What follows belongs to an exercise in optimizing a design on an open flow for small area, a short achievable clock period and few clock cycles; a production flow would make more cautious choices. Where RTL was checked, it was by simulation tests only, not by an equivalence proof against the original. For runs 1, 2, 6 and 7, only the layout was checked, not whether the RTL still works. Power figures rest on the tool's default switching activity, not on a simulated workload.

==> design.v <==
module nr_step(
	input [9:0] r, input [9:0] q, input [1:0] p, input neg,
	output [9:0] r_n, output [9:0] q_n
);
wire [9:0] a = r;
wire [9:0] b = {~neg, q[8:1] ^ {8{~neg}}, 1'b0};
wire ci = |p;
wire [9:0] h = a ^ b;
wire [9:0] g0 = (a & b) | {9'd0, h[0] & ci};
wire [9:0] p0 = h;
wire [9:0] g1 = g0 | (p0 & {g0[8:0], 1'b0});
wire [9:0] p1 = p0 & {p0[8:0], 1'b0};
wire [9:0] g2 = g1 | (p1 & {g1[7:0], 2'b0});
wire [9:0] p2 = p1 & {p1[7:0], 2'b0};
wire [9:0] g3 = g2 | (p2 & {g2[5:0], 4'b0});
wire [9:0] p3 = p2 & {p2[5:0], 4'b0};
wire [9:0] g4 = g3 | (p3 & {g3[1:0], 8'b0});
wire [9:0] hi = h ^ {g4[8:0], ci};
assign r_n = {hi[7:0], p - 2'd1};
assign q_n = {q[8:0], ~hi[9]};
endmodule
module rs_cudu_v2(
	input clock, reset,
	input sqrt_start, input [19:0] data_in,
	output sqrt_done, output [9:0] data_out
);
reg [2:0] cnt;		 
reg [9:0] q;		 
reg [9:0] r;		 
reg [1:0] pr;		 
reg neg;		 
reg done;
assign sqrt_done = done;
assign data_out = q;
function [12:0] seed;
	input [5:0] d;
	case (d)
		6'd0: seed = {3'd0, 10'd1023};
		6'd1: seed = {3'd1, 10'd0};
		6'd2: seed = {3'd1, 10'd1};
		6'd3: seed = {3'd1, 10'd2};
		6'd4: seed = {3'd2, 10'd1019};
		6'd5: seed = {3'd2, 10'd1020};
		6'd6: seed = {3'd2, 10'd1021};
		6'd7: seed = {3'd2, 10'd1022};
		6'd8: seed = {3'd2, 10'd1023};
		6'd9: seed = {3'd3, 10'd0};
		6'd10: seed = {3'd3, 10'd1};
		6'd11: seed = {3'd3, 10'd2};
		6'd12: seed = {3'd3, 10'd3};
		6'd13: seed = {3'd3, 10'd4};
		6'd14: seed = {3'd3, 10'd5};
		6'd15: seed = {3'd3, 10'd6};
		6'd16: seed = {3'd4, 10'd1015};
		6'd17: seed = {3'd4, 10'd1016};
		6'd18: seed = {3'd4, 10'd1017};
		6'd19: seed = {3'd4, 10'd1018};
		6'd20: seed = {3'd4, 10'd1019};
		6'd21: seed = {3'd4, 10'd1020};
		6'd22: seed = {3'd4, 10'd1021};
		6'd23: seed = {3'd4, 10'd1022};
		6'd24: seed = {3'd4, 10'd1023};
		6'd25: seed = {3'd5, 10'd0};
		6'd26: seed = {3'd5, 10'd1};
		6'd27: seed = {3'd5, 10'd2};
		6'd28: seed = {3'd5, 10'd3};
		6'd29: seed = {3'd5, 10'd4};
		6'd30: seed = {3'd5, 10'd5};
		6'd31: seed = {3'd5, 10'd6};
		6'd32: seed = {3'd5, 10'd7};
		6'd33: seed = {3'd5, 10'd8};
		6'd34: seed = {3'd5, 10'd9};
		6'd35: seed = {3'd5, 10'd10};
		6'd36: seed = {3'd6, 10'd1011};
		6'd37: seed = {3'd6, 10'd1012};
		6'd38: seed = {3'd6, 10'd1013};
		6'd39: seed = {3'd6, 10'd1014};
		6'd40: seed = {3'd6, 10'd1015};
		6'd41: seed = {3'd6, 10'd1016};
		6'd42: seed = {3'd6, 10'd1017};
		6'd43: seed = {3'd6, 10'd1018};
		6'd44: seed = {3'd6, 10'd1019};
		6'd45: seed = {3'd6, 10'd1020};
		6'd46: seed = {3'd6, 10'd1021};
		6'd47: seed = {3'd6, 10'd1022};
		6'd48: seed = {3'd6, 10'd1023};
		6'd49: seed = {3'd7, 10'd0};
		6'd50: seed = {3'd7, 10'd1};
		6'd51: seed = {3'd7, 10'd2};
		6'd52: seed = {3'd7, 10'd3};
		6'd53: seed = {3'd7, 10'd4};
		6'd54: seed = {3'd7, 10'd5};
		6'd55: seed = {3'd7, 10'd6};
		6'd56: seed = {3'd7, 10'd7};
		6'd57: seed = {3'd7, 10'd8};
		6'd58: seed = {3'd7, 10'd9};
		6'd59: seed = {3'd7, 10'd10};
		6'd60: seed = {3'd7, 10'd11};
		6'd61: seed = {3'd7, 10'd12};
		6'd62: seed = {3'd7, 10'd13};
		6'd63: seed = {3'd7, 10'd14};
	endcase
endfunction
wire [2:0] q0;
wire [9:0] r0;
assign {q0, r0} = seed(data_in[19:14]);
wire [9:0] r_n, q_n;
nr_step s0 (.r(r), .q(q), .p(pr), .neg(neg), .r_n(r_n), .q_n(q_n));
always @(posedge clock, posedge reset)
	if (reset) cnt <= 3'd0;
	else if (sqrt_start) cnt <= 3'd1;
	else if (cnt != 3'd0) cnt <= cnt + 3'd1;
always @(posedge clock, posedge reset)
	if (reset) done <= 1'b0;
	else done <= (cnt == 3'd6);
always @(posedge clock) begin
	if (sqrt_start) begin
		q <= {7'd0, q0};
		r <= r0;
		neg <= ~q0[0];
	end else begin
		if (cnt != 3'd0) q <= q_n;
		r <= r_n;
		neg <= ~q_n[0];
	end
	case (cnt)
		3'd0: pr <= data_in[13:12];
		3'd1: pr <= data_in[11:10];
		3'd2: pr <= data_in[9:8];
		3'd3: pr <= data_in[7:6];
		3'd4: pr <= data_in[5:4];
		3'd5: pr <= data_in[3:2];
		default: pr <= data_in[1:0];
	endcase
end
endmodule
==> flow/run.sh <==
#!/bin/bash
# The standard layout, with plain buf_1 cells as the port buffers.
set -euo pipefail
export BUFFER_PORTS_ARGS="-buffer_cell sky130_fd_sc_hd__buf_1"
bash standard.sh > make_finish.log 2>&1
==> standard.sh <==
#!/bin/bash
# synth_recipe.tcl (not shown) runs the flow's synth.tcl, then flattens the netlist and writes it again
# the make line also repeats each setting of config.mk as NAME=value (left out here)
make -C /OpenROAD-flow-scripts/flow DESIGN_CONFIG=/design/flow/config.mk WORK_HOME=/design/flow/orfs CLKGATE_MAP_FILE= SYNTH_SCRIPT=/design/flow/synth_recipe.tcl "${@:-finish}"
==> config.mk <==
export PLATFORM = sky130hd
export DESIGN_NAME = rs_cudu_v2
export DESIGN_NICKNAME = rs_cudu_v2
export VERILOG_FILES = /design/flow/design.v
export SDC_FILE = /design/flow/constraint.sdc
export NUM_CORES = 4
export LEC_CHECK = 0
export CAP_MARGIN = 20
export CORE_MARGIN = 2
export CORE_UTILIZATION = 40
export SETUP_SLACK_MARGIN = 2.8
export SLEW_MARGIN = 20
==> constraint.sdc <==
create_clock -name core_clock -period 5.0 [get_ports {clock}]
set_input_delay 1.0000 -clock core_clock [delete_from_list [all_inputs] [get_ports {clock}]]
set_output_delay 1.0000 -clock core_clock [all_outputs]
set_load 0.01 [all_outputs]
==> results of run 1 <==
==> sequential cells by signal, indices dropped and copies added, names as in the netlist <==
signal,cells
pr,2
cnt,3
q,10
done,1
neg,1
r,10
==> cell families (layout without fill, tap and decap cells) <==
| kind of cell | Yosys count | after routing | share of synthesized area [%] |
|---|---|---|---|
| adders and majority gates | 18 | 18 | 13.7 |
| AOI/OAI and AO/OA | 55 | 55 | 20.8 |
| xor gates and xnor gates | 14 | 14 | 7.23 |
| buffers and inverters | 22 | 55 | 5.39 |
| and+or+nand+nor | 51 | 51 | 14.8 |
| muxes | 5 | 5 | 3.17 |
| DFF | 27 | 27 | 34.8 |
==> what timing repair did <==
item | in CTS | in global routing
pin swaps | 0 | 3
setup endpoints to repair | 1 | 7
gates resized for setup | 1 | 5
setup buffers | 0 | 2
==> per-stage QoR <==
step,area [um^2],utilization [%]
detailed placement,1850,46.0
global placement,1850,46.0
floorplan,1700,-
CTS,1900,47.2
finish,1940,48.0
global route,1940,48.0
==> power breakdown <==
| part | switching (mW) | leakage [nW] | internal [mW] |
|---|---|---|---|
| Combinational | 0.410 | 0.510 | 0.380 |
| Sequential | 0.0706 | 0.248 | 0.314 |
| Clock | 0.0681 | 0.0255 | 0.0560 |
| Total | 0.549 | 0.784 | 0.750 |
==> cells in the final DEF (no fill, tap or decap), types with 2 or more instances in the layout <==
master and count:
nor2_1 5, xor2_1 5, o21ai_0 9, edfxtp_1 3, buf_1 33, nor3_1 5, nand2b_1 11, clkbuf_8 3
mux2i_1 2, ha_1 16, dfrtp_1 4, a221oi_1 2, buf_4 3, a22oi_1 3, xnor2_1 8, mux2_2 3
a21oi_1 18, o22ai_1 2, a211oi_1 4, o21a_1 4, inv_1 15, dfxtp_1 19, nand2_1 23
==> per-layer routing <==
| metal | share of wire (%) | global-route usage (%) |
|---|---|---|
| met5 | 0 | 0 |
| met4 | 1.7 | 6.54 |
| met3 | 2.6 | 1.75 |
| met2 | 48 | 24.7 |
| met1 | 48 | 18.7 |
==> layout make-up <==
cell class | instances | area [um^2] | share of cell area (%)
repair buffers | 36 | 146 | 7.56
flip-flops and latches | 27 | 594 | 30.7
inverters | 15 | 56.3 | 2.91
multi-input cells | 143 | 1030 | 53.2
clock buffers | 3 | 41.3 | 2.13
well taps | 50 | 62.6 | 3.23
clock inverters | 1 | 5.00 | 0.259
==> critical path, cell delays in order, from the launching register on <==
cell      delay (ns)
edfxtp_1        0.47
xnor2_1         0.23
ha_2            0.31
buf_4           0.15
nor2b_4         0.12
o31a_1          0.26
o21a_1          0.19
o21a_1          0.18
o31ai_2         0.15
==> final timing paths <==
check	startpoint	endpoint
setup / recovery	q[2]$_DFFE_PP_	r[8]$_DFF_P_
hold / removal	pr[0]$_DFF_P_	r[0]$_DFF_P_
setup reg to reg	q[2]$_DFFE_PP_	r[8]$_DFF_P_
hold reg to reg	pr[0]$_DFF_P_	r[0]$_DFF_P_
max in group asynchronous	reset	cnt[2]$_DFFE_PP0P_
min in group asynchronous	reset	cnt[1]$_DFFE_PP0P_
==> metrics.md, run 1 <==
| Metric | Value |
|---|---|
| Max rail drop VDD | `269 uV` |
| Flip-flop and latch count after synthesis | `27` |
| Tightest slew margin relative to the limit | `65.2%` |
| Count of final max-slew check failures | `0` |
| Number of instances in the placed design | `269` |
| Share of synthesized registers carrying an async set or reset | `14.8%` |
| Number of standard cells in the layout, taps in and fillers out | `275` |
| Kind of launch point of the worst setup path | `flop` |
| Share of the yosys chip area belonging to registers | `34.8%` |
| Total via count in the routed design | `1370` |
| Antenna diode count | `0` |
| Count of routing violations after the opening detailed-route iteration | `50` |
| Setup TNS | `0 ns` |
| Cell area after synthesis | `1700 um^2` |
| Number of optimization iterations in the first detailed-route pass | `4` |
| Cell types occupying the most area after synthesis | `dfxtp_1 24%, ha_1 13%, dfrtp_1 5.9%` |
| Worst-margin pin slew | `0.520 ns` |
| CTS Buf Count | `3` |
| CP Capture Type | `flop` |
| Number of flops mapped to enable cells by yosys | `3` |
| # IOs | `34` |
| Die outline width | `69.1 um` |
| Max Root-Sink Buffers | `2` |
| Core area | `4030 um^2` |
| All-Layer GR Usage | `14.6%` |
| Register-to-register setup slack | `2.88 ns` |
| Crit path required time | `5.21 ns` |
| Period Utilization, post-route | `42.4%` |
| Die Footprint | `4780 um^2` |
| Root buffer selected by CTS | `clkbuf_8` |
| Worst min path class | `reg -> reg` |
| Final estimated routing congestion in global placement | `0.820` |
| Count of distinct cell types in the synthesized netlist | `42` |
| Final setup violation count | `0` |
| Clock slew seen by the registers of the worst setup and hold paths | `0.09 ns` |
| Worst hold path depth | `1` |
| Drc violations | `0` |
| Quantity of I/O buffers inserted on ports | `33` |
| Layout area overhead | `14.2%` |
| Critical path data arrival time | `2.32 ns` |
| Synthesized Nets | `233` |
| Post-Route WL | `3.28 mm` |
| Clock latency on the worst-skew pair | `0.28 ns` |
| Layout net count | `267` |
| Post-detail-place hpwl | `2.49 mm` |
| Number of clock sinks | `27` |
| First-pass GRT wire length | `5.71 mm` |
| Initial cell density of the core | `42.1%` |
| Number of H-tree branching levels | `1` |
| Top cell type by total area after synthesis | `dfxtp_1` |
| Setup Crit Path Kind | `reg -> reg` |
| PwrDens | `671 nW/um^2` |
| Mean area per synthesized cell | `8.83 um^2` |
| Hold Violations, Final | `0` |
| Die height | `69.1 um` |
| Leakage Power | `0.784 nW` |
| Final hold slack | `0.442 ns` |
| Outcome | `complete, no violations` |
| Peak clock frequency supported by timing | `472 MHz` |
| Top cell type's share of synthesized area | `23.6%` |
| Cell row count | `23` |
| CTS tree | `built` |
| Worst setup timing slack at the placement stage | `2.64 ns` |
| Pin count of the biggest net entering global routing | `30` |
| Register-to-Register Path Depth | `8` |
| Layout cell share with drive strength beyond 1 | `8.44%` |
| Final global-route overflow total | `0` |
| Antenna-violating nets left | `0` |
| Final Total Pwr | `1.30 mW` |
| Unrepaired setup endpoints after global routing | `no` |
| Yosys synthesis warning count | `1` |
| Post-layout min period | `2.12 ns` |
| Post-Route Skew | `0.00622 ns` |
| Count of maximum capacitance violations | `0` |
| Vias per cell | `4.98` |
| Ys flop type | `dfxtp_1` |
| Antenna violations before repair | `0` |
| Cell with the most instances after synthesis | `nand2_1` |
| Gate Count Post-Synth | `192` |
| Routed wire per std cell | `11.9 um` |
| Slack of the critical path | `2.88 ns` |
| FILL cells | `397` |
| Maximum fanout encountered on the critical timing path | `3` |
| Top cells by count, synth | `23 x nand2_1, 20 x dfxtp_1, 19 x a21oi_1` |
| Number of global-route vias before repair | `1277` |
| Hold Buf Count CTS | `0` |
==> run 2: changes to the inputs <==
--- a/design.v
+++ b/design.v
@@ -116,5 +116,5 @@
 always @(posedge clock) begin
 	if (sqrt_start) begin
-		q <= {7'd0, q0};
+		q <= {q[8], 6'd0, q0};
 		r <= r0;
 		neg <= ~q0[0];
==> metrics.md, run 2 <==
| Metric | Value |
|---|---|
| Outcome | `complete, no violations` |
| Flip-flop and latch count after synthesis | `27 (unchanged)` |
| Clock slew seen by the registers of the worst setup and hold paths | `0.09 ns (about the same)` |
| Cell row count | `23 (unchanged)` |
| Period Utilization, post-route | `42.8% (+0.39 points)` |
| Number of H-tree branching levels | `1 (unchanged)` |
| Library cell appearing most often on the critical path | `a211oi_2` |
| Top cell type's share of synthesized area | `22.3% (-1.3 points)` |
| Clock network fraction of total power | `9.1% (-0.5 points)` |
| Setup TNS | `0 ns (unchanged)` |
| Post-layout min period | `2.14 ns (+0.0195 ns)` |
| Hold Violations, Final | `0 (unchanged)` |
| Die height | `69.2 um (+0.20%)` |
| Final setup violation count | `0 (unchanged)` |
| Logic depth of the worst path, buffers included | `7 (-1)` |
| Unrepaired setup endpoints after global routing | `yes` |
| Worst setup path startpoint | `q[1]$_DFFE_PP_` |
| Number of global-route vias before repair | `1278 (+0.078%)` |
| Most frequent standard cell in the layout excluding fill and tap cells | `buf_1` |
| Vias per cell | `5.14 (+3.3%)` |
| Sequential share of power | `28.1% (-1.5 points)` |
| Quantity of I/O buffers inserted on ports | `33 (unchanged)` |
| Final global-route overflow total | `0 (unchanged)` |
| Layout net count | `261 (-2.2%)` |
| Count of maximum capacitance violations | `0 (unchanged)` |
| Hold Startpoint | `pr[0]$_DFF_P_` |
| Share of synthesized registers carrying an async set or reset | `14.8% (unchanged)` |
| Crit-path slowest cell | `edfxtp_1` |
| Number of optimization iterations in the first detailed-route pass | `4 (unchanged)` |
| Total via count in the routed design | `1384 (+1.0%)` |
| Antenna violations before repair | `0 (unchanged)` |
| PwrDens | `698 nW/um^2 (+4.1%)` |
| Kind of cell adding the most delay to the critical path | `compound AO/OA/AOI/OAI gates` |
| Antenna diode count | `0 (unchanged)` |
| Synthesized Nets | `224 (-3.9%)` |
| Post-Route WL | `3.73 mm (+14%)` |
| Top cells by count, synth | `19 x dfxtp_1, 17 x ha_1, 15 x inv_1` |
| Leakage Power | `0.829 nW (+5.7%)` |
| Switching portion of total power | `43.3% (+1.0 points)` |
| Yosys synthesis warning count | `1 (unchanged)` |
| Count of distinct cell types in the synthesized netlist | `45 (+7.1%)` |
| Internal Pwr Total | `0.785 mW (+4.7%)` |
| CTS Buf Count | `3 (unchanged)` |
| Count of routing violations after the opening detailed-route iteration | `44 (-12%)` |
| Post-Route Skew | `0.00192 ns (-0.00430 ns)` |
| Register-to-register setup slack | `2.86 ns (-0.02 ns)` |
| CP cell instances | `xnor2_2 > ha_1 > a211oi_2 > nor2_2 > a31oi_4 > mux2_4 > a211oi_2` |
| Die outline width | `69.2 um (+0.20%)` |
| Launching point of the worst reg2reg path | `q[1]$_DFFE_PP_` |
| Gate Count Post-Synth | `183 (-4.7%)` |
| Gate power share | `62.8% (+2.0 points)` |
| Antenna-violating nets left | `0 (unchanged)` |
| Critical register-to-register path endpoint | `neg$_DFF_P_` |
| Routed wire per std cell | `13.9 um (+16%)` |
| Clock latency on the worst-skew pair | `0.27 ns (about the same)` |
| Setup Crit Path Kind | `reg -> reg` |
| End of the worst hold path | `r[0]$_DFF_P_` |
| Buffers and inverters on the worst path | `0 (-1)` |
| Tightest slew margin relative to the limit | `61.8% (-3.4 points)` |
| Core area | `4060 um^2 (+0.71%)` |
| Final estimated routing congestion in global placement | `0.782 (-4.7%)` |
| CP Capture Type | `flop` |
| Die Footprint | `4790 um^2 (+0.41%)` |
| Pin count of the biggest net entering global routing | `18 (-40%)` |
| Ys flop type | `dfxtp_1` |
| Worst min path class | `reg -> reg` |
| Cell types occupying the most area after synthesis | `dfxtp_1 22%, ha_1 12%, edfxtp_1 7.1%` |
| Worst-margin pin slew | `0.571 ns (+0.0515 ns)` |
| Drc violations | `0 (unchanged)` |
| Kind of launch point of the worst setup path | `flop` |
| Mean area per synthesized cell | `9.31 um^2 (+5.4%)` |
| Peak clock frequency supported by timing | `468 MHz (-0.91%)` |
| Power dissipated by switching net loads | `0.600 mW (+9.2%)` |
| Layout area overhead | `16.5%` |
| Layout cell share with drive strength beyond 1 | `11.4% (+3.0 points)` |
| Crit path required time | `5.19 ns (-0.02 ns)` |
| Root buffer selected by CTS | `clkbuf_8` |
| All-Layer GR Usage | `15.9% (+1.3 points)` |
| Register-to-Register Path Depth | `7 (-1)` |
| Count of final max-slew check failures | `0 (unchanged)` |
| Max rail drop VDD | `221 uV (-18%)` |
| Worst hold path depth | `1 (unchanged)` |
| Share of the yosys chip area belonging to registers | `35.3% (+0.43 points)` |
| Number of flops mapped to enable cells by yosys | `4 (+1)` |
| Top cell type by total area after synthesis | `dfxtp_1` |
| Largest registers | `q x10, r x10, cnt x3` |
| Cell area after synthesis | `1700 um^2 (+0.44%)` |
| Max Root-Sink Buffers | `2 (unchanged)` |
| Hold Buf Count CTS | `0 (unchanged)` |
| Cell with the most instances after synthesis | `dfxtp_1` |
| Maximum fanout encountered on the critical timing path | `3 (unchanged)` |
| Most used cells in the layout excluding fill and tap cells | `32 x buf_1, 18 x dfxtp_1, 16 x ha_1` |
| Final hold slack | `0.442 ns (-0.000481 ns)` |
| Number of clock sinks | `27 (unchanged)` |
| # IOs | `34 (unchanged)` |
| Post-detail-place hpwl | `2.88 mm (+16%)` |
| CTS tree | `built` |
| Initial cell density of the core | `42.0% (-0.11 points)` |
| First-pass GRT wire length | `6.14 mm (+7.6%)` |
| Critical path data arrival time | `2.33 ns (about the same)` |
| Critical Path Max Stage Delay | `0.48 ns (about the same)` |
-- run 2: worst max-delay path by stage --
stage	end	slack [ns]
after floorplan	neg$_DFF_P_	2.89
after global placement	q[9]$_DFFE_PP_	2.37
after detailed placement	q[1]$_DFFE_PP_	2.33
after CTS	neg$_DFF_P_	2.72
after global routing	neg$_DFF_P_	2.78
final	neg$_DFF_P_	2.86
-- run 2: power by group through the flow --
| stage | combinational, mW | clock [mW] | sequential (mW) |
|---|---|---|---|
| after CTS | 0.788 | 0.132 | 0.390 |
| final | 0.869 | 0.126 | 0.389 |
| after detailed placement | 0.768 | 0 | 0.392 |
| after global routing | 0.975 | 0.143 | 0.403 |
| after floorplan | 0.634 | 0 | 0.367 |
| after global placement | 0.765 | 0 | 0.391 |
-- run 2: metrics by stage --
step                      cells  setup WS (ns)  cell area [um^2]  utilization (%)  power [mW]
after global placement      261           2.37              1860             45.9        1.16
after detailed placement    261           2.33              1860             45.9        1.16
after CTS                   265           2.72              1930             47.5        1.31
after global routing        269           2.78              1980             48.9        1.52
final                       269           2.86              1980             48.9        1.38
after floorplan             183           2.89              1700                -        1.00
-- run 2: repair_timing --
item	CTS	global route
resized for setup	4	9
buffers inserted	0	4
endpoints found under the setup margin	15	4
pin swaps	1	7
-- run 2: cell type report --
class	instances	area [um^2]
Sequential cell	27	604
Clock buffer	3	41.3
Timing Repair Buffer	37	155
Inverter	15	56.3
Multi-Input combinational cell	136	1060
Tap cell	50	62.6
Fill cell	388	2070
Clock inverter	1	7.51
-- run 2: routing by layer --
| metal | wire length (um) | vias to the layer above | track usage, % |
|---|---|---|---|
| met2 | 1800 | 24 | 25.6 |
| met3 | 110 | 2 | 2.47 |
| li1 | - | 724 | - |
| met4 | 21 | 0 | 4.58 |
| met5 | 0 | - | 0 |
| met1 | 1800 | 634 | 22.0 |
-- run 2: cells by family after synthesis --
kind of cell / synth area share [%]
AOI/OAI and AO/OA: 23.6
xor gates and xnor gates: 6.69
adders and majority gates: 13.7
buffers and inverters: 4.92
DFF: 35.3
muxes: 3.31
and+or+nand+nor: 12.6
==> run 3: changes to the inputs <==
--- a/design.v
+++ b/design.v
@@ -110,4 +110,5 @@
 	if (reset) cnt <= 3'd0;
 	else if (sqrt_start) cnt <= 3'd1;
+	else if (cnt == 3'd7) cnt <= 3'd0;
 	else if (cnt != 3'd0) cnt <= cnt + 3'd1;
 always @(posedge clock, posedge reset)
@@ -116,5 +117,5 @@
 always @(posedge clock) begin
 	if (sqrt_start) begin
-		q <= {q[8], 6'd0, q0};
+		q <= {7'd0, q0};
 		r <= r0;
 		neg <= ~q0[0];
--- a/config.mk
+++ b/config.mk
@@ -6,4 +6,5 @@
 export NUM_CORES = 4
 export LEC_CHECK = 0
+export ABC_CLOCK_PERIOD_IN_PS = 2000
 export CAP_MARGIN = 20
 export CORE_MARGIN = 2
==> metrics.md, run 3 <==
| Metric | Value |
|---|---|
| Number of clock sinks | `27 (unchanged)` |
| Count of routing violations after the opening detailed-route iteration | `68 (+55%)` |
| Initial cell density of the core | `41.9% (-0.092 points)` |
| Max rail drop VDD | `280 uV (+27%)` |
| Antenna-violating nets left | `0 (unchanged)` |
| Leakage Power | `0.773 nW (-6.7%)` |
| Setup Crit Path Kind | `in -> reg` |
| Layout net count | `264 (+1.1%)` |
| Worst min path class | `reg -> reg` |
| Hold Violations, Final | `0 (unchanged)` |
| Internal Pwr Total | `0.732 mW (-6.7%)` |
| Drc violations | `0 (unchanged)` |
| Count of maximum capacitance violations | `0 (unchanged)` |
| Hold Buf Count CTS | `0 (unchanged)` |
| PwrDens | `671 nW/um^2 (-3.9%)` |
| Total via count in the routed design | `1409 (+1.8%)` |
| CTS Buf Count | `3 (unchanged)` |
| Cell with the most instances after synthesis | `nand2_1` |
| First-pass GRT wire length | `5.86 mm (-4.6%)` |
| Clock latency on the worst-skew pair | `0.28 ns (about the same)` |
| Gate power share | `60.3% (-2.5 points)` |
| Post-layout utilization of the core | `47.2% (-1.7 points)` |
| Tightest slew margin relative to the limit | `67.1% (+5.3 points)` |
| Count of distinct cell types in the synthesized netlist | `43 (-4.4%)` |
| Flip-flop and latch count after synthesis | `27 (unchanged)` |
| # IOs | `34 (unchanged)` |
| Number of optimization iterations in the first detailed-route pass | `4 (unchanged)` |
| Gate Count Post-Synth | `190 (+3.8%)` |
| Outcome | `complete, no violations` |
| Unrepaired setup endpoints after global routing | `yes` |
| Number of instances in the placed design | `267 (+2.3%)` |
| Post-layout min period | `2.09 ns (-0.0517 ns)` |
| Mean area per synthesized cell | `8.94 um^2 (-3.9%)` |
| Ys flop type | `dfxtp_1` |
| Top cells by count, synth | `21 x nand2_1, 20 x dfxtp_1, 18 x ha_1` |
| Cell area after synthesis | `1700 um^2 (-0.22%)` |
| Antenna violations before repair | `0 (unchanged)` |
| Most frequent standard cell in the layout excluding fill and tap cells | `buf_1` |
| Sequential share of power | `29.9% (+1.8 points)` |
| Number of standard cells in the layout, taps in and fillers out | `271 (+0.74%)` |
| Period Utilization, post-route | `41.7% (-1.0 points)` |
| Count of final max-slew check failures | `0 (unchanged)` |
| Final setup violation count | `0 (unchanged)` |
| Vias per cell | `5.20 (+1.1%)` |
| Antenna diode count | `0 (unchanged)` |
| Pin count of the biggest net entering global routing | `31 (+13)` |
| Worst-margin pin slew | `0.491 ns (-0.0797 ns)` |
| Root buffer selected by CTS | `clkbuf_8` |
| Synthesized Nets | `232 (+3.6%)` |
| Clock network fraction of total power | `9.8% (+0.7 points)` |
| Worst setup timing slack at the placement stage | `2.62 ns (+0.294 ns)` |
| Cell types occupying the most area after synthesis | `dfxtp_1 24%, ha_1 13%, dfrtp_1 5.9%` |
| Share of the yosys chip area belonging to registers | `34.8% (-0.51 points)` |
| Post-detail-place hpwl | `2.61 mm (-9.4%)` |
| Die outline width | `69.2 um (-0.10%)` |
| Layout cell share with drive strength beyond 1 | `5.88% (-5.5 points)` |
| Number of H-tree branching levels | `1 (unchanged)` |
| Cell row count | `23 (unchanged)` |
| Final global-route overflow total | `0 (unchanged)` |
| Most used cells in the layout excluding fill and tap cells | `33 x buf_1, 21 x nand2_1, 19 x dfxtp_1` |
| Setup TNS | `0 ns (unchanged)` |
| Switching portion of total power | `43.0% (-0.35 points)` |
| All-Layer GR Usage | `14.5% (-1.4 points)` |
| Die height | `69.2 um (-0.10%)` |
| Post-Route WL | `3.33 mm (-11%)` |
| Critical path data arrival time | `2.13 ns (-0.20 ns)` |
| Maximum fanout encountered on the critical timing path | `7 (+4)` |
| Post-Route Skew | `0.00360 ns (+0.00168 ns)` |
| Crit path required time | `5.04 ns (-0.15 ns)` |
| Die Footprint | `4790 um^2 (-0.20%)` |
| Power dissipated by switching net loads | `0.552 mW (-8.0%)` |
| Share of synthesized registers carrying an async set or reset | `14.8% (unchanged)` |
| Final estimated routing congestion in global placement | `0.887 (+13%)` |
| Max Root-Sink Buffers | `2 (unchanged)` |
| Top cell type by total area after synthesis | `dfxtp_1` |
| Top cell type's share of synthesized area | `23.6% (+1.2 points)` |
| Quantity of I/O buffers inserted on ports | `33 (unchanged)` |
| Peak clock frequency supported by timing | `479 MHz (+2.5%)` |
| Kind of launch point of the worst setup path | `input pin` |
| Largest registers | `q x10, r x10, cnt x3` |
| Routed wire per std cell | `12.3 um (-11%)` |
| Number of global-route vias before repair | `1318 (+3.1%)` |
| Slack of the critical path | `2.91 ns (+0.0517 ns)` |
| CP Capture Type | `flop` |
| Core area | `4060 um^2 (unchanged)` |
| CTS tree | `built` |
| Yosys synthesis warning count | `1 (unchanged)` |
| Layout area overhead | `12.7%` |
| Number of flops mapped to enable cells by yosys | `3 (-1)` |
| Clock slew seen by the registers of the worst setup and hold paths | `0.09 ns (about the same)` |
| Final Total Pwr | `1.28 mW (-7.3%)` |
==> run 3: cell count changes after synthesis, sizes merged, moves of 3 or more <==
cell	before	now
buf	1	5
nand2	12	21
a22o	7	0
a21oi	10	15
xor2	3	6
==> run 3: critical path, cell delays in order <==
cell and delay, ns:
buf_1 0.25, nor3_1 0.12, a211oi_1 0.35, o21ai_1 0.13, o311a_1 0.13, and2_1 0.14
==> run 3: worst paths after layout <==
check,slack (ns),from,cells past startpoint,to
min in group asynchronous,0.55,reset,2,done$_DFF_PP0_
max in group asynchronous,4.30,reset,2,cnt[0]$_DFFE_PP0P_
hold / removal,0.43,pr[0]$_DFF_P_,1,r[0]$_DFF_P_
hold reg to reg,0.43,pr[0]$_DFF_P_,1,r[0]$_DFF_P_
setup / recovery,2.91,data_in[16],6,q[0]$_DFFE_PP_
setup reg to reg,2.92,q[2]$_DFFE_PP_,7,q[0]$_DFFE_PP_
==> run 3: final cells by class <==
class	count	area, um^2
Clock buffer	3	41.3
Clock inverter	1	5.00
Fill cell	396	2140
Inverter	15	56.3
Multi-Input combinational cell	141	1020
Sequential cell	27	594
Tap cell	50	62.6
Timing Repair Buffer	34	131
==> run 3: power groups by stage <==
stage / combinational, mW / clock [mW] / sequential [mW]
floorplan: 0.653 / 0 / 0.362
global placement: 0.772 / 0 / 0.387
detailed placement: 0.775 / 0 / 0.387
CTS: 0.781 / 0.133 / 0.384
global route: 0.886 / 0.141 / 0.395
finish: 0.774 / 0.126 / 0.384
==> run 3: layer usage <==
metal / share of wire (%) / wire [um] / global-route usage (%)
met3: 4.1 / 135 / 2.47
met2: 47 / 1560 / 23.8
met1: 48 / 1590 / 19.3
met4: 1.3 / 44 / 5.01
met5: 0 / 0 / 0
==> run 3: kinds of logic after synthesis <==
kind of cell | after synthesis | share of synthesized area, %
mux | 5 | 3.02
fa+ha+maj | 19 | 14.4
flops | 27 | 34.8
xor+xnor | 15 | 7.73
buf+inv | 22 | 5.38
simple gates | 47 | 13.1
compound gates | 55 | 21.6
==> run 3: per-stage QoR <==
step,instance area (um^2),hold WS [ns]
2_1_floorplan,1700,0.411
3_3_place_gp,1860,0.421
3_5_place_dp,1860,0.422
4_1_cts,1910,0.436
5_1_grt,1910,0.446
6_report,1910,0.430
==> run 3: what timing repair did <==
item                                    4_1_cts  5_1_grt
endpoints found under the setup margin        3        3
gates resized for setup                       2        3
endpoints found under the hold margin         0        0
pin swaps                                     0        0
setup buffers                                 0        0
Testbench counts of run 3, summed over its fixed seeds: cycles 32,008.
==> run 4: changes to the inputs <==
--- a/config.mk
+++ b/config.mk
@@ -6,5 +6,4 @@
 export NUM_CORES = 4
 export LEC_CHECK = 0
-export ABC_CLOCK_PERIOD_IN_PS = 2000
 export CAP_MARGIN = 20
 export CORE_MARGIN = 2
==> metrics.md, run 4 <==
| Metric | Value |
|---|---|
| Outcome | `complete, no violations` |
| Post-layout min period | `2.09 ns (unchanged)` |
| Worst min path class | `reg -> reg` |
| Cell types occupying the most area after synthesis | `dfxtp_1 24%, ha_1 13%, dfrtp_1 5.9%` |
| Layout area overhead | `12.7% (unchanged)` |
| Quantity of I/O buffers inserted on ports | `33 (unchanged)` |
| Gate Count Post-Synth | `190 (unchanged)` |
| Buffers and inverters on the worst path | `1 (unchanged)` |
| Antenna violations before repair | `0 (unchanged)` |
| Number of global-route vias before repair | `1318 (unchanged)` |
| Die outline width | `69.2 um (unchanged)` |
| Max rail drop VDD | `280 uV (unchanged)` |
| Die height | `69.2 um (unchanged)` |
| Share of the yosys chip area belonging to registers | `34.8% (unchanged)` |
| Initial cell density of the core | `41.9% (unchanged)` |
| Antenna diode count | `0 (unchanged)` |
| Share of synthesized registers carrying an async set or reset | `14.8% (unchanged)` |
| Vias per cell | `5.20 (unchanged)` |
| CTS tree | `built` |
| Synthesized Nets | `232 (unchanged)` |
| Worst-margin pin slew | `0.491 ns (unchanged)` |
| Yosys synthesis warning count | `1 (unchanged)` |
| Crit-path slowest cell | `a211oi_1` |
| Clock latency on the worst-skew pair | `0.28 ns (about the same)` |
| Critical Path Max Stage Delay | `0.35 ns (about the same)` |
| Count of distinct cell types in the synthesized netlist | `43 (unchanged)` |
| Tightest slew margin relative to the limit | `67.1% (unchanged)` |
| # IOs | `34 (unchanged)` |
| Root buffer selected by CTS | `clkbuf_8` |
| Cell with the most instances after synthesis | `nand2_1` |
| Antenna-violating nets left | `0 (unchanged)` |
| Final global-route overflow total | `0 (unchanged)` |
| Cell area after synthesis | `1700 um^2 (unchanged)` |
| Largest registers | `q x10, r x10, cnt x3` |
| Count of final max-slew check failures | `0 (unchanged)` |
| CP Capture Type | `flop` |
| Count of maximum capacitance violations | `0 (unchanged)` |
| CP cell instances | `buf_1 > nor3_1 > a211oi_1 > o21ai_1 > o311a_1 > and2_1` |
| Top cells by count, synth | `21 x nand2_1, 20 x dfxtp_1, 18 x ha_1` |
| Clock slew seen by the registers of the worst setup and hold paths | `0.09 ns (about the same)` |
| Peak clock frequency supported by timing | `479 MHz (unchanged)` |
| Setup Crit Path Kind | `in -> reg` |
| Kind of cell adding the most delay to the critical path | `compound AO/OA/AOI/OAI gates` |
| Post-layout utilization of the core | `47.2% (unchanged)` |
| Final instance area | `1910 um^2 (unchanged)` |
| Number of optimization iterations in the first detailed-route pass | `4 (unchanged)` |
| Drc violations | `0 (unchanged)` |
| Most used cells in the layout excluding fill and tap cells | `33 x buf_1, 21 x nand2_1, 19 x dfxtp_1` |
| Layout cell share with drive strength beyond 1 | `5.88% (unchanged)` |
| Layout net count | `264 (unchanged)` |
| Ys flop type | `dfxtp_1` |
| Leakage Power | `0.773 nW (unchanged)` |
| Die Footprint | `4790 um^2 (unchanged)` |
| FILL cells | `396 (unchanged)` |
| Instance area at placement | `1860 um^2 (unchanged)` |
| Post-detail-place hpwl | `2.61 mm (unchanged)` |
| Count of routing violations after the opening detailed-route iteration | `68 (unchanged)` |
| Post-Route WL | `3.33 mm (unchanged)` |
| Most frequent standard cell in the layout excluding fill and tap cells | `buf_1` |
| First-pass GRT wire length | `5.86 mm (unchanged)` |
| Cell row count | `23 (unchanged)` |
| Top cell type's share of synthesized area | `23.6% (unchanged)` |
| Mean area per synthesized cell | `8.94 um^2 (unchanged)` |
| PwrDens | `671 nW/um^2 (unchanged)` |
| Hold Violations, Final | `0 (unchanged)` |
| Number of H-tree branching levels | `1 (unchanged)` |
| Core area | `4060 um^2 (unchanged)` |
| Critical path data arrival time | `2.13 ns (about the same)` |
| Maximum fanout encountered on the critical timing path | `7 (unchanged)` |
| Period Utilization, post-route | `41.7% (unchanged)` |
| Final setup violation count | `0 (unchanged)` |
| Final hold slack | `0.430 ns (unchanged)` |
| Pin count of the biggest net entering global routing | `31 (unchanged)` |
| Number of clock sinks | `27 (unchanged)` |
| Setup TNS | `0 ns (unchanged)` |
| Total via count in the routed design | `1409 (unchanged)` |
| All-Layer GR Usage | `14.5% (unchanged)` |
| Top cell type by total area after synthesis | `dfxtp_1` |
| Routed wire per std cell | `12.3 um (unchanged)` |
| Kind of launch point of the worst setup path | `input pin` |
| Max Root-Sink Buffers | `2 (unchanged)` |
| Flip-flop and latch count after synthesis | `27 (unchanged)` |
| Post-Route Skew | `0.00360 ns (unchanged)` |
| CTS Buf Count | `3 (unchanged)` |
| Final estimated routing congestion in global placement | `0.887 (unchanged)` |
| Crit path required time | `5.04 ns (about the same)` |
| Unrepaired setup endpoints after global routing | `yes` |
| Number of flops mapped to enable cells by yosys | `3 (unchanged)` |
==> run 4: cell counts in the layout (fill, tap and decap cells not counted) <==
No cell type changed its count.
==> run 4: final timing paths <==
| check | start | endpoint | slack [ns] | depth (start not counted) |
|---|---|---|---|---|
| worst max-delay path | data_in[16] | q[0]$_DFFE_PP_ | 2.91 | 6 |
| worst min-delay path | pr[0]$_DFF_P_ | r[0]$_DFF_P_ | 0.43 | 1 |
| worst max register to register | q[2]$_DFFE_PP_ | q[0]$_DFFE_PP_ | 2.92 | 7 |
| worst min register to register | pr[0]$_DFF_P_ | r[0]$_DFF_P_ | 0.43 | 1 |
| max in group asynchronous | reset | cnt[0]$_DFFE_PP0P_ | 4.30 | 2 |
| min in group asynchronous | reset | done$_DFF_PP0_ | 0.55 | 2 |
==> run 4: worst reg2reg max path, delay by kind of cell, from the launching register on <==
kind	cells	cell delay, ns
compound gates	4	0.76
simple gates	1	0.14
flops	1	0.44
fa+ha+maj	1	0.34
xor+xnor	1	0.16
==> run 4: metrics by stage <==
step | power [mW] | cells | worst slack, ns
6_report | 1.28 | 271 | 2.91
3_3_place_gp | 1.16 | 267 | 2.68
2_1_floorplan | 1.01 | 190 | 2.88
5_1_grt | 1.42 | 271 | 2.76
4_1_cts | 1.30 | 271 | 2.88
3_5_place_dp | 1.16 | 267 | 2.62
==> run 4: where the power goes <==
group          leakage (nW)  total [mW]  internal, mW  switching (mW)
Combinational         0.500       0.774         0.362           0.412
Sequential            0.248       0.384         0.314          0.0698
Clock                0.0255       0.126        0.0560          0.0701
Total                 0.773        1.28         0.732           0.552
==> run 4: cells by family after synthesis <==
group                      share of synthesized area (%)
AOI/OAI and AO/OA                                   21.6
xor gates and xnor gates                            7.73
adders and majority gates                           14.4
buffers and inverters                               5.38
DFF                                                 34.8
muxes                                               3.02
and+or+nand+nor                                     13.1
==> run 4: area by class of cell <==
cell class	count	area [um^2]	area share [%]
well taps	50	62.6	3.27
clock inverters	1	5.00	0.261
flip-flops and latches	27	594	31.0
repair buffers	34	131	6.86
inverters	15	56.3	2.94
clock buffers	3	41.3	2.16
multi-input cells	141	1020	53.5
==> run 4: timing repair <==
action / CTS / global route
hold buffers: 0 / 0
endpoints found under the setup margin: 3 / 3
gates resized for setup: 2 / 3
buffers inserted: 0 / 0
gates cloned: 0 / 0
==> run 4: per-layer routing <==
| layer | share of wire (%) | global-route usage (%) |
|---|---|---|
| met1 | 48 | 19.3 |
| met2 | 47 | 23.8 |
| met3 | 4.1 | 2.47 |
| met4 | 1.3 | 5.01 |
| met5 | 0 | 0 |
==> run 5: changes to the inputs <==
==> run.sh (new file) <==
#!/bin/bash
# synth_recipe.tcl (not shown) runs the flow's synth.tcl, then flattens the netlist and writes it again
# the make line also repeats each setting of config.mk as NAME=value (left out here)
make -C /OpenROAD-flow-scripts/flow DESIGN_CONFIG=/design/flow/config.mk WORK_HOME=/design/flow/orfs CLKGATE_MAP_FILE= SYNTH_SCRIPT=/design/flow/synth_recipe.tcl finish
removed: flow/run.sh
removed: standard.sh
==> metrics.md, run 5 <==
| Metric | Value |
|---|---|
| Synthesized Nets | `232 (unchanged)` |
| Mean area per synthesized cell | `8.94 um^2 (unchanged)` |
| Yosys synthesis warning count | `1 (unchanged)` |
| CTS Buf Count | `3 (unchanged)` |
| Crit path required time | `5.04 ns (about the same)` |
| Post-Route WL | `3.92 mm (+18%)` |
| Kind of launch point of the worst setup path | `input pin` |
| Largest registers | `q x10, r x10, cnt x3` |
| Antenna-violating nets left | `0 (unchanged)` |
| Final estimated routing congestion in global placement | `0.856 (-3.5%)` |
| Gate Count Post-Synth | `190 (unchanged)` |
| Clock slew seen by the registers of the worst setup and hold paths | `0.10 ns (about the same)` |
| Leakage Power | `1.01 nW (+31%)` |
| Cell types occupying the most area after synthesis | `dfxtp_1 24%, ha_1 13%, dfrtp_1 5.9%` |
| Worst-margin pin slew | `0.612 ns (+0.121 ns)` |
| Number of optimization iterations in the first detailed-route pass | `4 (unchanged)` |
| Top cells by count, synth | `21 x nand2_1, 20 x dfxtp_1, 18 x ha_1` |
| Met1 wire length | `1.77 mm (+11%)` |
| Routed wire per std cell | `14.3 um (+17%)` |
| Quantity of I/O buffers inserted on ports | `33 (unchanged)` |
| Clock latency on the worst-skew pair | `0.27 ns (about the same)` |
| Period Utilization, post-route | `43.0% (+1.3 points)` |
| Worst min path class | `reg -> reg` |
| Flip-flop and latch count after synthesis | `27 (unchanged)` |
| Final Total Pwr | `1.41 mW (+9.5%)` |
| Cell with the most instances after synthesis | `nand2_1` |
| Final setup violation count | `0 (unchanged)` |
| Count of distinct cell types in the synthesized netlist | `43 (unchanged)` |
| Share of the yosys chip area belonging to registers | `34.8% (unchanged)` |
| Die height | `69.2 um (unchanged)` |
| Total via count in the routed design | `1469 (+4.3%)` |
| Die Footprint | `4790 um^2 (unchanged)` |
| Number of global-route vias before repair | `1485 (+13%)` |
| Hold Buf Count CTS | `0 (unchanged)` |
| Share of synthesized registers carrying an async set or reset | `14.8% (unchanged)` |
| Final global-route overflow total | `0 (unchanged)` |
| Max Root-Sink Buffers | `2 (unchanged)` |
| Max rail drop VDD | `225 uV (-20%)` |
| Cell area after synthesis | `1700 um^2 (unchanged)` |
| Unrepaired setup endpoints after global routing | `yes` |
| PwrDens | `630 nW/um^2 (-6.0%)` |
| Count of final max-slew check failures | `0 (unchanged)` |
| All-Layer GR Usage | `16.8% (+2.3 points)` |
| Number of H-tree branching levels | `1 (unchanged)` |
| Antenna violations before repair | `0 (unchanged)` |
| Post-detail-place hpwl | `2.95 mm (+13%)` |
| Die outline width | `69.2 um (unchanged)` |
| Hold Violations, Final | `0 (unchanged)` |
| Top Metal Used | `met4` |
| Routed length on met2 | `1.97 mm (+26%)` |
| Most frequent standard cell in the layout excluding fill and tap cells | `nand2_1` |
| Antenna diode count | `0 (unchanged)` |
| Initial cell density of the core | `41.9% (unchanged)` |
| CP Capture Type | `flop` |
| Metal3 WL | `141 um (+4.4%)` |
| Cell row count | `23 (unchanged)` |
| Maximum fanout encountered on the critical timing path | `30 (+23)` |
| Core area | `4060 um^2 (unchanged)` |
| Count of maximum capacitance violations | `0 (unchanged)` |
| Post-layout min period | `2.15 ns (+0.0634 ns)` |
| Pin count of the biggest net entering global routing | `31 (unchanged)` |
| Setup TNS | `0 ns (unchanged)` |
| Peak clock frequency supported by timing | `465 MHz (-2.9%)` |
| Tightest slew margin relative to the limit | `59.2% (-7.9 points)` |
| Count of routing violations after the opening detailed-route iteration | `74 (+8.8%)` |
| Critical path data arrival time | `2.19 ns (+0.06 ns)` |
| Outcome | `complete, no violations` |
| Number of clock sinks | `27 (unchanged)` |
| CTS tree | `built` |
| Number of flops mapped to enable cells by yosys | `3 (unchanged)` |
| Layout net count | `267 (+1.1%)` |
| Vias per cell | `5.36 (+3.1%)` |
| Top cell type by total area after synthesis | `dfxtp_1` |
| # IOs | `34 (unchanged)` |
| Post-Route Skew | `0.00377 ns (+0.000173 ns)` |
| Setup Crit Path Kind | `in -> reg` |
| Drc violations | `0 (unchanged)` |
| First-pass GRT wire length | `6.68 mm (+14%)` |
| Ys flop type | `dfxtp_1` |
| Layout cell share with drive strength beyond 1 | `15.6% (+9.7 points)` |
| Top cell type's share of synthesized area | `23.6% (unchanged)` |
| Most used cells in the layout excluding fill and tap cells | `21 x nand2_1, 16 x ha_1, 15 x clkdlybuf4s50_1` |
| FILL cells | `353 (-11%)` |
| Layout area overhead | `31.2%` |
| Root buffer selected by CTS | `clkbuf_8` |
-- run 5: cell type report --
class	instances	area (um^2)	area share [%]
sequential	27	601	26.9
tap	50	62.6	2.81
timing repair buffer	37	364	16.3
inverter	15	56.3	2.53
clock inverter	1	7.51	0.337
multi-input combinational	141	1100	49.2
clock buffer	3	41.3	1.85
-- run 5: through the flow --
step | setup slack, ns | util [%] | hold WS, ns | std cells | instance area [um^2]
6_report | 2.85 | 54.9 | 0.435 | 274 | 2230
2_1_floorplan | 2.88 | - | 0.411 | 190 | 1700
3_3_place_gp | 1.95 | 50.7 | 0.421 | 266 | 2060
5_1_grt | 2.77 | 54.9 | 0.458 | 274 | 2230
3_5_place_dp | 1.90 | 50.7 | 0.426 | 266 | 2060
4_1_cts | 2.74 | 53.6 | 0.441 | 273 | 2170
-- run 5: cell families after synthesis --
family                   synth area share [%]
AND/OR/NAND/NOR                          13.1
adder cells (fa/ha/maj)                  14.4
buffers and inverters                    5.38
AO/OA/AOI/OAI                            21.6
multiplexers                             3.02
XOR/XNOR                                 7.73
flip-flops                               34.8
-- run 5: timing repair --
item                       in CTS  in global routing
gates cloned                    0                  0
gates resized for setup        32                 15
pin swaps                       4                  5
setup endpoints to repair      30                 12
buffers inserted                3                  1
-- run 5: worst max-delay path, cell delays in order --
cell,delay (ns)
clkdlybuf4s15_2,0.45
nand2b_1,0.29
o311a_1,0.30
and2_1,0.14
-- run 5: path summary, 6_finish.rpt --
kind	start	endpoint	slack, ns	cells after the start
worst max-delay path	sqrt_start	q[0]$_DFFE_PP_	2.85	4
worst min-delay path	pr[0]$_DFF_P_	r[0]$_DFF_P_	0.43	1
worst max register to register	q[2]$_DFFE_PP_	q[0]$_DFFE_PP_	2.88	7
worst min register to register	pr[0]$_DFF_P_	r[0]$_DFF_P_	0.43	1
max in group asynchronous	reset	cnt[1]$_DFFE_PP0P_	3.97	2
min in group asynchronous	reset	cnt[0]$_DFFE_PP0P_	0.90	2
-- run 5: power breakdown --
group          switching (mW)  internal [mW]
Combinational           0.472          0.419
Clock                  0.0715         0.0565
Sequential             0.0704          0.315
Total                   0.614          0.791
-- run 5: per-layer routing --
layer / vias up / GRT usage, %
li1: 736 / -
met1: 701 / 20.5
met2: 28 / 30.6
met3: 4 / 2.47
met4: 0 / 5.01
met5: - / 0
==> run 6: changes to the inputs <==
--- a/design.v
+++ b/design.v
@@ -1,23 +1,2 @@
-module nr_step(
-	input [9:0] r, input [9:0] q, input [1:0] p, input neg,
-	output [9:0] r_n, output [9:0] q_n
-);
-wire [9:0] a = r;
-wire [9:0] b = {~neg, q[8:1] ^ {8{~neg}}, 1'b0};
-wire ci = |p;
-wire [9:0] h = a ^ b;
-wire [9:0] g0 = (a & b) | {9'd0, h[0] & ci};
-wire [9:0] p0 = h;
-wire [9:0] g1 = g0 | (p0 & {g0[8:0], 1'b0});
-wire [9:0] p1 = p0 & {p0[8:0], 1'b0};
-wire [9:0] g2 = g1 | (p1 & {g1[7:0], 2'b0});
-wire [9:0] p2 = p1 & {p1[7:0], 2'b0};
-wire [9:0] g3 = g2 | (p2 & {g2[5:0], 4'b0});
-wire [9:0] p3 = p2 & {p2[5:0], 4'b0};
-wire [9:0] g4 = g3 | (p3 & {g3[1:0], 8'b0});
-wire [9:0] hi = h ^ {g4[8:0], ci};
-assign r_n = {hi[7:0], p - 2'd1};
-assign q_n = {q[8:0], ~hi[9]};
-endmodule
 module rs_cudu_v2(
 	input clock, reset,
@@ -105,6 +84,19 @@
 wire [9:0] r0;
 assign {q0, r0} = seed(data_in[19:14]);
-wire [9:0] r_n, q_n;
-nr_step s0 (.r(r), .q(q), .p(pr), .neg(neg), .r_n(r_n), .q_n(q_n));
+wire [9:0] b = {~neg, q[8:1] ^ {8{~neg}}, 1'b0};
+wire ci = |pr;
+wire [9:0] h = r ^ b;
+wire [9:0] g0 = (r & b) | {9'd0, h[0] & ci};
+wire [9:0] p0 = h;
+wire [9:0] g1 = g0 | (p0 & {g0[8:0], 1'b0});
+wire [9:0] p1 = p0 & {p0[8:0], 1'b0};
+wire [9:0] g2 = g1 | (p1 & {g1[7:0], 2'b0});
+wire [9:0] p2 = p1 & {p1[7:0], 2'b0};
+wire [9:0] g3 = g2 | (p2 & {g2[5:0], 4'b0});
+wire [9:0] p3 = p2 & {p2[5:0], 4'b0};
+wire [9:0] g4 = g3 | (p3 & {g3[1:0], 8'b0});
+wire [9:0] hi = h ^ {g4[8:0], ci};
+wire [9:0] r_n = {hi[7:0], pr - 2'd1};
+wire [9:0] q_n = {q[8:0], ~hi[9]};
 always @(posedge clock, posedge reset)
 	if (reset) cnt <= 3'd0;
==> flow/run.sh (new file) <==
#!/bin/bash
# The standard layout, with plain buf_1 cells as the port buffers.
set -euo pipefail
export BUFFER_PORTS_ARGS="-buffer_cell sky130_fd_sc_hd__buf_1"
bash standard.sh > make_finish.log 2>&1
==> standard.sh (new file) <==
#!/bin/bash
# synth_recipe.tcl (not shown) runs the flow's synth.tcl, then flattens the netlist and writes it again
# the make line also repeats each setting of config.mk as NAME=value (left out here)
make -C /OpenROAD-flow-scripts/flow DESIGN_CONFIG=/design/flow/config.mk WORK_HOME=/design/flow/orfs CLKGATE_MAP_FILE= SYNTH_SCRIPT=/design/flow/synth_recipe.tcl "${@:-finish}"
removed: run.sh
==> metrics.md, run 6 <==
| Metric | Value |
|---|---|
| Multi-input combinational cell area | `1110 um^2 (+1.3%)` |
| Crit-path slowest cell | `o32a_1` |
| Launching point of the worst reg2reg path | `q[1]$_DFFE_PP_` |
| Unrepaired setup endpoints after global routing | `yes` |
| PwrDens | `664 nW/um^2 (+5.4%)` |
| Post-Route Skew | `0.00848 ns (+0.00470 ns)` |
| Gate power share | `61.6% (-1.8 points)` |
| Crit path required time | `5.03 ns (about the same)` |
| Final estimated routing congestion in global placement | `0.799 (-6.7%)` |
| Worst min path class | `reg -> reg` |
| Setup TNS | `0 ns (unchanged)` |
| Initial cell density of the core | `41.4% (-0.47 points)` |
| Worst-margin pin slew | `0.662 ns (+0.0495 ns)` |
| Gate Count Post-Synth | `208 (+9.5%)` |
| Cell with the most instances after synthesis | `nand2_1` |
| Number of standard cells in the layout, taps in and fillers out | `289 (+5.5%)` |
| Number of H-tree branching levels | `1 (unchanged)` |
| Die outline width | `71.1 um (+2.8%)` |
| First-pass GRT wire length | `6.31 mm (-5.6%)` |
| Yosys synthesis warning count | `1 (unchanged)` |
| Final global-route overflow total | `0 (unchanged)` |
| Post-synthesis simple-gate area fraction | `17.5% (+4.4 points)` |
| Post-layout min period | `2.13 ns (-0.0238 ns)` |
| Register-to-Register Path Depth | `6 (-1)` |
| # IOs | `34 (unchanged)` |
| Main combinational cell family by area after synthesis | `compound AO/OA/AOI/OAI gates` |
| CTS tree | `built` |
| Count of maximum capacitance violations | `0 (unchanged)` |
| Switching portion of total power | `44.0% (+0.27 points)` |
| Max rail drop VDD | `315 uV (+40%)` |
| Clock latency on the worst-skew pair | `0.27 ns (about the same)` |
| Drc violations | `0 (unchanged)` |
| Mean area per synthesized cell | `8.67 um^2 (-3.1%)` |
| Sequential share of power | `29.0% (+1.5 points)` |
| Layout area overhead | `11.0%` |
| Post-synthesis compound-gate area fraction | `20.3% (-1.3 points)` |
| Critical register-to-register path endpoint | `q[0]$_DFFE_PP_` |
| CTS Buf Count | `3 (unchanged)` |
| Power dissipated by switching net loads | `0.584 mW (-4.9%)` |
| Top cells by count, synth | `25 x nand2_1, 20 x dfxtp_1, 18 x ha_1` |
| Pin count of the biggest net entering global routing | `34 (+9.7%)` |
| Count of final max-slew check failures | `0 (unchanged)` |
| Largest registers | `q x10, r x10, cnt x3` |
| Max Root-Sink Buffers | `2 (unchanged)` |
| Cell row count | `24 (+4.3%)` |
| Internal Pwr Total | `0.745 mW (-5.9%)` |
| Number of clock sinks | `27 (unchanged)` |
| Antenna violations before repair | `0 (unchanged)` |
| Critical Path Max Stage Delay | `0.30 ns (-0.15 ns)` |
| Worst setup path startpoint | `data_in[17]` |
| Cell area after synthesis | `1800 um^2 (+6.1%)` |
| Kind of launch point of the worst setup path | `input pin` |
| Register Area | `594 um^2 (-1.0%)` |
| Final setup violation count | `0 (unchanged)` |
| FILL cells | `431 (+22%)` |
| Leakage Power | `0.806 nW (-21%)` |
| Root buffer selected by CTS | `clkbuf_8` |
| Cell types occupying the most area after synthesis | `dfxtp_1 22%, ha_1 12%, xnor2_1 5.8%` |
| Met1 wire length | `1.69 mm (-4.5%)` |
| Top Metal Used | `met4` |
| Share of synthesized registers carrying an async set or reset | `14.8% (unchanged)` |
| Most frequent standard cell in the layout excluding fill and tap cells | `buf_1` |
| Maximum fanout encountered on the critical timing path | `8 (-73%)` |
| Vias per cell | `5.19 (-3.1%)` |
| Tightest slew margin relative to the limit | `54.7% (-4.4 points)` |
| Top cell type by total area after synthesis | `dfxtp_1` |
| Antenna-violating nets left | `0 (unchanged)` |
| Hold Violations, Final | `0 (unchanged)` |
| Die Footprint | `5060 um^2 (+5.7%)` |
| Endpoint of the most critical setup path | `q[0]$_DFFE_PP_` |
| Post-Route WL | `3.55 mm (-9.6%)` |
| All-Layer GR Usage | `15.4% (-1.5 points)` |
| Most used cells in the layout excluding fill and tap cells | `32 x buf_1, 25 x nand2_1, 19 x dfxtp_1` |
| Post-detail-place hpwl | `2.74 mm (-7.1%)` |
| Layout net count | `280 (+4.9%)` |
| Core area | `4350 um^2 (+7.3%)` |
| Number of flops mapped to enable cells by yosys | `3 (unchanged)` |
| Layout cell share with drive strength beyond 1 | `6.75% (-8.9 points)` |
| Number of instances in the placed design | `285 (+7.1%)` |
| Die height | `71.1 um (+2.8%)` |
| Synthesized Nets | `250 (+7.8%)` |
| Metal3 WL | `145 um (+2.8%)` |
| Top cell type's share of synthesized area | `22.2% (-1.4 points)` |
| Critical path data arrival time | `2.15 ns (-0.04 ns)` |
| Number of optimization iterations in the first detailed-route pass | `4 (unchanged)` |
| Adder-Cell Fraction of Synth Area | `13.6% (-0.83 points)` |
| Share of the yosys chip area belonging to registers | `32.8% (-2.0 points)` |
| Final Total Pwr | `1.33 mW (-5.5%)` |
| Register-to-register setup slack | `2.91 ns (+0.03 ns)` |
| Ys flop type | `dfxtp_1` |
| Flip-flop and latch count after synthesis | `27 (unchanged)` |
| Multiplexer share of the synthesized area | `3.54% (+0.52 points)` |
| CP Capture Type | `flop` |
| Number of global-route vias before repair | `1424 (-4.1%)` |
| Antenna diode count | `0 (unchanged)` |
| Clock slew seen by the registers of the worst setup and hold paths | `0.09 ns (about the same)` |
| Xor/xnor share of the synthesized area | `6.32% (-1.4 points)` |
| Routed length on met2 | `1.70 mm (-14%)` |
| Final hold slack | `0.438 ns (+0.00305 ns)` |
| Clock network fraction of total power | `9.4% (+0.3 points)` |
| Count of routing violations after the opening detailed-route iteration | `65 (-12%)` |
| Count of distinct cell types in the synthesized netlist | `49 (+14%)` |
| Quantity of I/O buffers inserted on ports | `33 (unchanged)` |
| Routed wire per std cell | `12.3 um (-14%)` |
| CP cell instances | `buf_1 > nor2_1 > o32a_1 > a32o_1 > a211o_1` |
| Period Utilization, post-route | `42.5% (-0.48 points)` |
| Number of buffers inserted to repair setup after CTS | `0 (-3)` |
| Total via count in the routed design | `1501 (+2.2%)` |
| Setup Crit Path Kind | `in -> reg` |
| Peak clock frequency supported by timing | `470 MHz (+1.1%)` |
| Outcome | `complete, no violations` |
-- run 6: changes by cell type in the layout (fill, tap and decap cells not counted), sizes merged, moves of 3 or more --
cell	previous run	this run
o211ai	1	4
nand3b	0	3
nor2	7	15
xor2	6	1
xnor2	9	12
nand2	21	25
buf	4	34
dlymetal6s2s	6	0
dlygate4sd2	10	0
clkdlybuf4s50	15	0
nand2b	6	3
a21oi	15	12
a21o	1	4
a22oi	4	0
-- run 6: per-layer routing --
layer	global-route usage, %	vias up
li1	-	790
met1	20.6	680
met2	25.9	29
met3	3.85	2
met4	1.89	0
met5	0	-
-- run 6: kinds of logic (layout without fill, tap and decap cells) --
group / after synthesis / in the layout
xor gates and xnor gates: 13 / 13
adders and majority gates: 19 / 19
AOI/OAI and AO/OA: 54 / 54
and+or+nand+nor: 66 / 66
DFF: 27 / 27
buffers and inverters: 23 / 52
muxes: 6 / 6
-- run 6: worst min-delay path by stage --
| stage | cells after the start | from | slack [ns] | end |
|---|---|---|---|---|
| after CTS | 1 | pr[0]$_DFF_P_ | 0.44 | r[0]$_DFF_P_ |
| after global placement | 1 | pr[0]$_DFF_P_ | 0.42 | r[0]$_DFF_P_ |
| after floorplan | 1 | pr[0]$_DFF_P_ | 0.41 | r[0]$_DFF_P_ |
| after detailed placement | 1 | pr[0]$_DFF_P_ | 0.43 | r[0]$_DFF_P_ |
| after global routing | 1 | pr[0]$_DFF_P_ | 0.46 | r[0]$_DFF_P_ |
| final | 1 | pr[0]$_DFF_P_ | 0.44 | r[0]$_DFF_P_ |
-- run 6: final cells by class --
class / count / area share, %
clock buffers: 4 / 2.25
inverters: 14 / 2.63
flip-flops and latches: 27 / 29.7
multi-input cells: 158 / 55.5
well taps: 52 / 3.25
repair buffers: 34 / 6.63
-- run 6: power by group through the flow --
stage	logic, mW	registers [mW]	clock network [mW]
final	0.819	0.385	0.125
after global routing	0.943	0.401	0.139
after CTS	0.816	0.387	0.131
after detailed placement	0.810	0.388	0
after global placement	0.804	0.389	0
after floorplan	0.674	0.362	0
-- run 6: repair_timing --
action / CTS / global route
resized for setup: 3 / 2
setup endpoints to repair: 1 / 4
hold buffers: 0 / 0
-- run 6: worst max-delay path, delay by kind of cell --
family	cells	cell delay (ns)
simple gates	1	0.11
buf+inv	1	0.26
compound gates	3	0.79
-- run 6: per-stage QoR --
stage               util [%]  area [um^2]  setup WS [ns]
CTS                     45.8         1990           2.80
global route            45.9         2000           2.76
global placement        44.6         1940           2.49
detailed placement      44.6         1940           2.44
finish                  45.9         2000           2.87
floorplan                  -         1800           2.83
==> run 7: changes to the inputs <==
==> run.sh (new file) <==
#!/bin/bash
# synth_recipe.tcl (not shown) runs the flow's synth.tcl, then flattens the netlist and writes it again
# the make line also repeats each setting of config.mk as NAME=value (left out here)
make -C /OpenROAD-flow-scripts/flow DESIGN_CONFIG=/design/flow/config.mk WORK_HOME=/design/flow/orfs CLKGATE_MAP_FILE= SYNTH_SCRIPT=/design/flow/synth_recipe.tcl finish
removed: flow/run.sh
removed: standard.sh
==> metrics.md, run 7 <==
| Metric | Value |
|---|---|
| Hold Violations, Final | `0 (unchanged)` |
| Critical path data arrival time | `2.25 ns (+0.10 ns)` |
| Multiplexer share of the synthesized area | `3.54% (unchanged)` |
| Layout cell share with drive strength beyond 1 | `15.1% (+8.3 points)` |
| Clock slew seen by the registers of the worst setup and hold paths | `0.11 ns (+0.02 ns)` |
| CTS tree | `built` |
| Number of clock sinks | `27 (unchanged)` |
| # IOs | `34 (unchanged)` |
| Cell area after synthesis | `1800 um^2 (unchanged)` |
| Outcome | `complete, no violations` |
| Leakage Power | `1.01 nW (+25%)` |
| Final instance area | `2300 um^2 (+15%)` |
| Die outline width | `71.1 um (unchanged)` |
| Post-synthesis simple-gate area fraction | `17.5% (unchanged)` |
| Share of synthesized registers carrying an async set or reset | `14.8% (unchanged)` |
| Number of flops mapped to enable cells by yosys | `3 (unchanged)` |
| Adder-Cell Fraction of Synth Area | `13.6% (unchanged)` |
| Drc violations | `0 (unchanged)` |
| Post-Route Skew | `0.0128 ns (+0.00429 ns)` |
| PwrDens | `602 nW/um^2 (-9.4%)` |
| Final setup violation count | `0 (unchanged)` |
| Post-detail-place hpwl | `2.83 mm (+3.2%)` |
| Max rail drop VDD | `255 uV (-19%)` |
| Die height | `71.1 um (unchanged)` |
| Final global-route overflow total | `0 (unchanged)` |
| Share of the yosys chip area belonging to registers | `32.8% (unchanged)` |
| Antenna diode count | `0 (unchanged)` |
| Synthesized Nets | `250 (unchanged)` |
| Top cell type's share of synthesized area | `22.2% (unchanged)` |
| Post-Route WL | `3.83 mm (+7.8%)` |
| Instance area at placement | `2150 um^2 (+11%)` |
| Max Root-Sink Buffers | `2 (unchanged)` |
| Pin count of the biggest net entering global routing | `34 (unchanged)` |
| CTS Buf Count | `3 (unchanged)` |
| Clock latency on the worst-skew pair | `0.28 ns (about the same)` |
| Top cells by count, synth | `25 x nand2_1, 20 x dfxtp_1, 18 x ha_1` |
| Post-layout min period | `2.20 ns (+0.0724 ns)` |
| Number of global-route vias before repair | `1490 (+4.6%)` |
| Cell with the most instances after synthesis | `nand2_1` |
| Vias per cell | `5.34 (+2.9%)` |
| Layout area overhead | `27.6%` |
| Die Footprint | `5060 um^2 (unchanged)` |
| Routed wire per std cell | `13.1 um (+7.1%)` |
| Unrepaired setup endpoints after global routing | `yes` |
| Worst min path class | `reg -> reg` |
| FILL cells | `429 (-0.46%)` |
| First-pass GRT wire length | `6.65 mm (+5.5%)` |
| Crit path required time | `5.05 ns (+0.02 ns)` |
| Count of final max-slew check failures | `0 (unchanged)` |
| Hold Buf Count CTS | `0 (unchanged)` |
| Initial cell density of the core | `41.4% (unchanged)` |
| Yosys synthesis warning count | `1 (unchanged)` |
| Worst-margin pin slew | `0.624 ns (-0.0377 ns)` |
| Gate Count Post-Synth | `208 (unchanged)` |
| Ys flop type | `dfxtp_1` |
| Top cell type by total area after synthesis | `dfxtp_1` |
| Number of H-tree branching levels | `1 (unchanged)` |
| Period Utilization, post-route | `44.0% (+1.4 points)` |
| Core area | `4350 um^2 (unchanged)` |
| Most used cells in the layout excluding fill and tap cells | `25 x nand2_1, 17 x clkdlybuf4s50_1, 16 x ha_1` |
| Layout net count | `282 (+0.71%)` |
| Setup Crit Path Kind | `in -> reg` |
| Count of distinct cell types in the synthesized netlist | `49 (unchanged)` |
| Number of optimization iterations in the first detailed-route pass | `4 (unchanged)` |
| Mean area per synthesized cell | `8.67 um^2 (unchanged)` |
| Cell row count | `24 (unchanged)` |
| Main combinational cell family by area after synthesis | `compound AO/OA/AOI/OAI gates` |
| Most frequent standard cell in the layout excluding fill and tap cells | `nand2_1` |
| Antenna-violating nets left | `0 (unchanged)` |
| Largest registers | `q x10, r x10, cnt x3` |
| Final estimated routing congestion in global placement | `0.817 (+2.3%)` |
| Root buffer selected by CTS | `clkbuf_8` |
| Count of routing violations after the opening detailed-route iteration | `58 (-11%)` |
| Peak clock frequency supported by timing | `455 MHz (-3.3%)` |
| Antenna violations before repair | `0 (unchanged)` |
| Quantity of I/O buffers inserted on ports | `33 (unchanged)` |
| CP Capture Type | `flop` |
| Xor/xnor share of the synthesized area | `6.32% (unchanged)` |
| Kind of launch point of the worst setup path | `input pin` |
| Tightest slew margin relative to the limit | `57.3% (+2.6 points)` |
| Count of maximum capacitance violations | `0 (unchanged)` |
| Cell types occupying the most area after synthesis | `dfxtp_1 22%, ha_1 12%, xnor2_1 5.8%` |
| Post-synthesis compound-gate area fraction | `20.3% (unchanged)` |
| Setup TNS | `0 ns (unchanged)` |
| Total via count in the routed design | `1555 (+3.6%)` |
| Maximum fanout encountered on the critical timing path | `5 (-3)` |
| All-Layer GR Usage | `16.2% (+0.85 points)` |
| Flip-flop and latch count after synthesis | `27 (unchanged)` |
run 7: routing by layer:
layer	global-route usage [%]	routed length (um)	vias up
met5	0	0	-
met4	3.77	25	0
met3	3.13	164	2
met2	27.2	1780	33
met1	21.6	1850	722
li1	-	-	798
run 7: cells by family (layout without fill, tap and decap cells):
logic type,after synthesis,count (layout)
multiplexers,6,6
AO/OA/AOI/OAI,54,54
adder cells (fa/ha/maj),19,19
XOR/XNOR,13,13
flip-flops,27,27
buffers and inverters,23,54
AND/OR/NAND/NOR,66,66
run 7: worst paths after layout:
check | endpoint | cells after the start | slack, ns | start
max | q[0]$_DFFE_PP_ | 6 | 2.80 | data_in[15]
min | r[0]$_DFF_P_ | 1 | 0.44 | pr[0]$_DFF_P_
max reg2reg | q[0]$_DFFE_PP_ | 6 | 2.95 | neg$_DFF_P_
min reg2reg | r[0]$_DFF_P_ | 1 | 0.44 | pr[0]$_DFF_P_
max in group asynchronous | cnt[1]$_DFFE_PP0P_ | 2 | 3.96 | reset
min in group asynchronous | cnt[0]$_DFFE_PP0P_ | 2 | 0.88 | reset
run 7: through the flow:
| step | hold slack (ns) | instances | power (mW) | util, % | setup WS (ns) |
|---|---|---|---|---|---|
| floorplan | 0.411 | 208 | 1.04 | - | 2.83 |
| global placement | 0.421 | 285 | 1.23 | 49.4 | 2.14 |
| detailed placement | 0.439 | 285 | 1.23 | 49.4 | 2.12 |
| CTS | 0.452 | 290 | 1.36 | 50.7 | 2.74 |
| global route | 0.462 | 291 | 1.55 | 52.8 | 2.76 |
| finish | 0.444 | 291 | 1.38 | 52.8 | 2.80 |
run 7: cell type report:
| class | count | area, um^2 | share of cell area, % |
|---|---|---|---|
| Timing Repair Buffer | 36 | 367 | 15.9 |
| Clock buffer | 3 | 41.3 | 1.79 |
| Clock inverter | 1 | 6.26 | 0.272 |
| Multi-Input combinational cell | 158 | 1170 | 50.7 |
| Inverter | 14 | 52.6 | 2.28 |
| Tap cell | 52 | 65.1 | 2.83 |
| Sequential cell | 27 | 602 | 26.2 |
run 7: critical path, cell delays in order:
cell	delay [ns]
clkdlybuf4s50_1	0.41
inv_2	0.10
ha_4	0.16
o211ai_1	0.09
a32o_1	0.27
a211o_1	0.22
run 7: power breakdown:
part           total [mW]  leakage, nW  internal [mW]  switching [mW]
combinational       0.865        0.733          0.403           0.461
sequential          0.390        0.251          0.316          0.0735
clock               0.130       0.0260         0.0571          0.0733
run 7: repair_timing:
action / in CTS / in global routing
hold endpoints to repair: 0 / 0
setup endpoints to repair: 18 / 14
buffers inserted: 1 / 0
cloned: 0 / 1
gates resized for setup: 23 / 25
pin swaps: 1 / 1
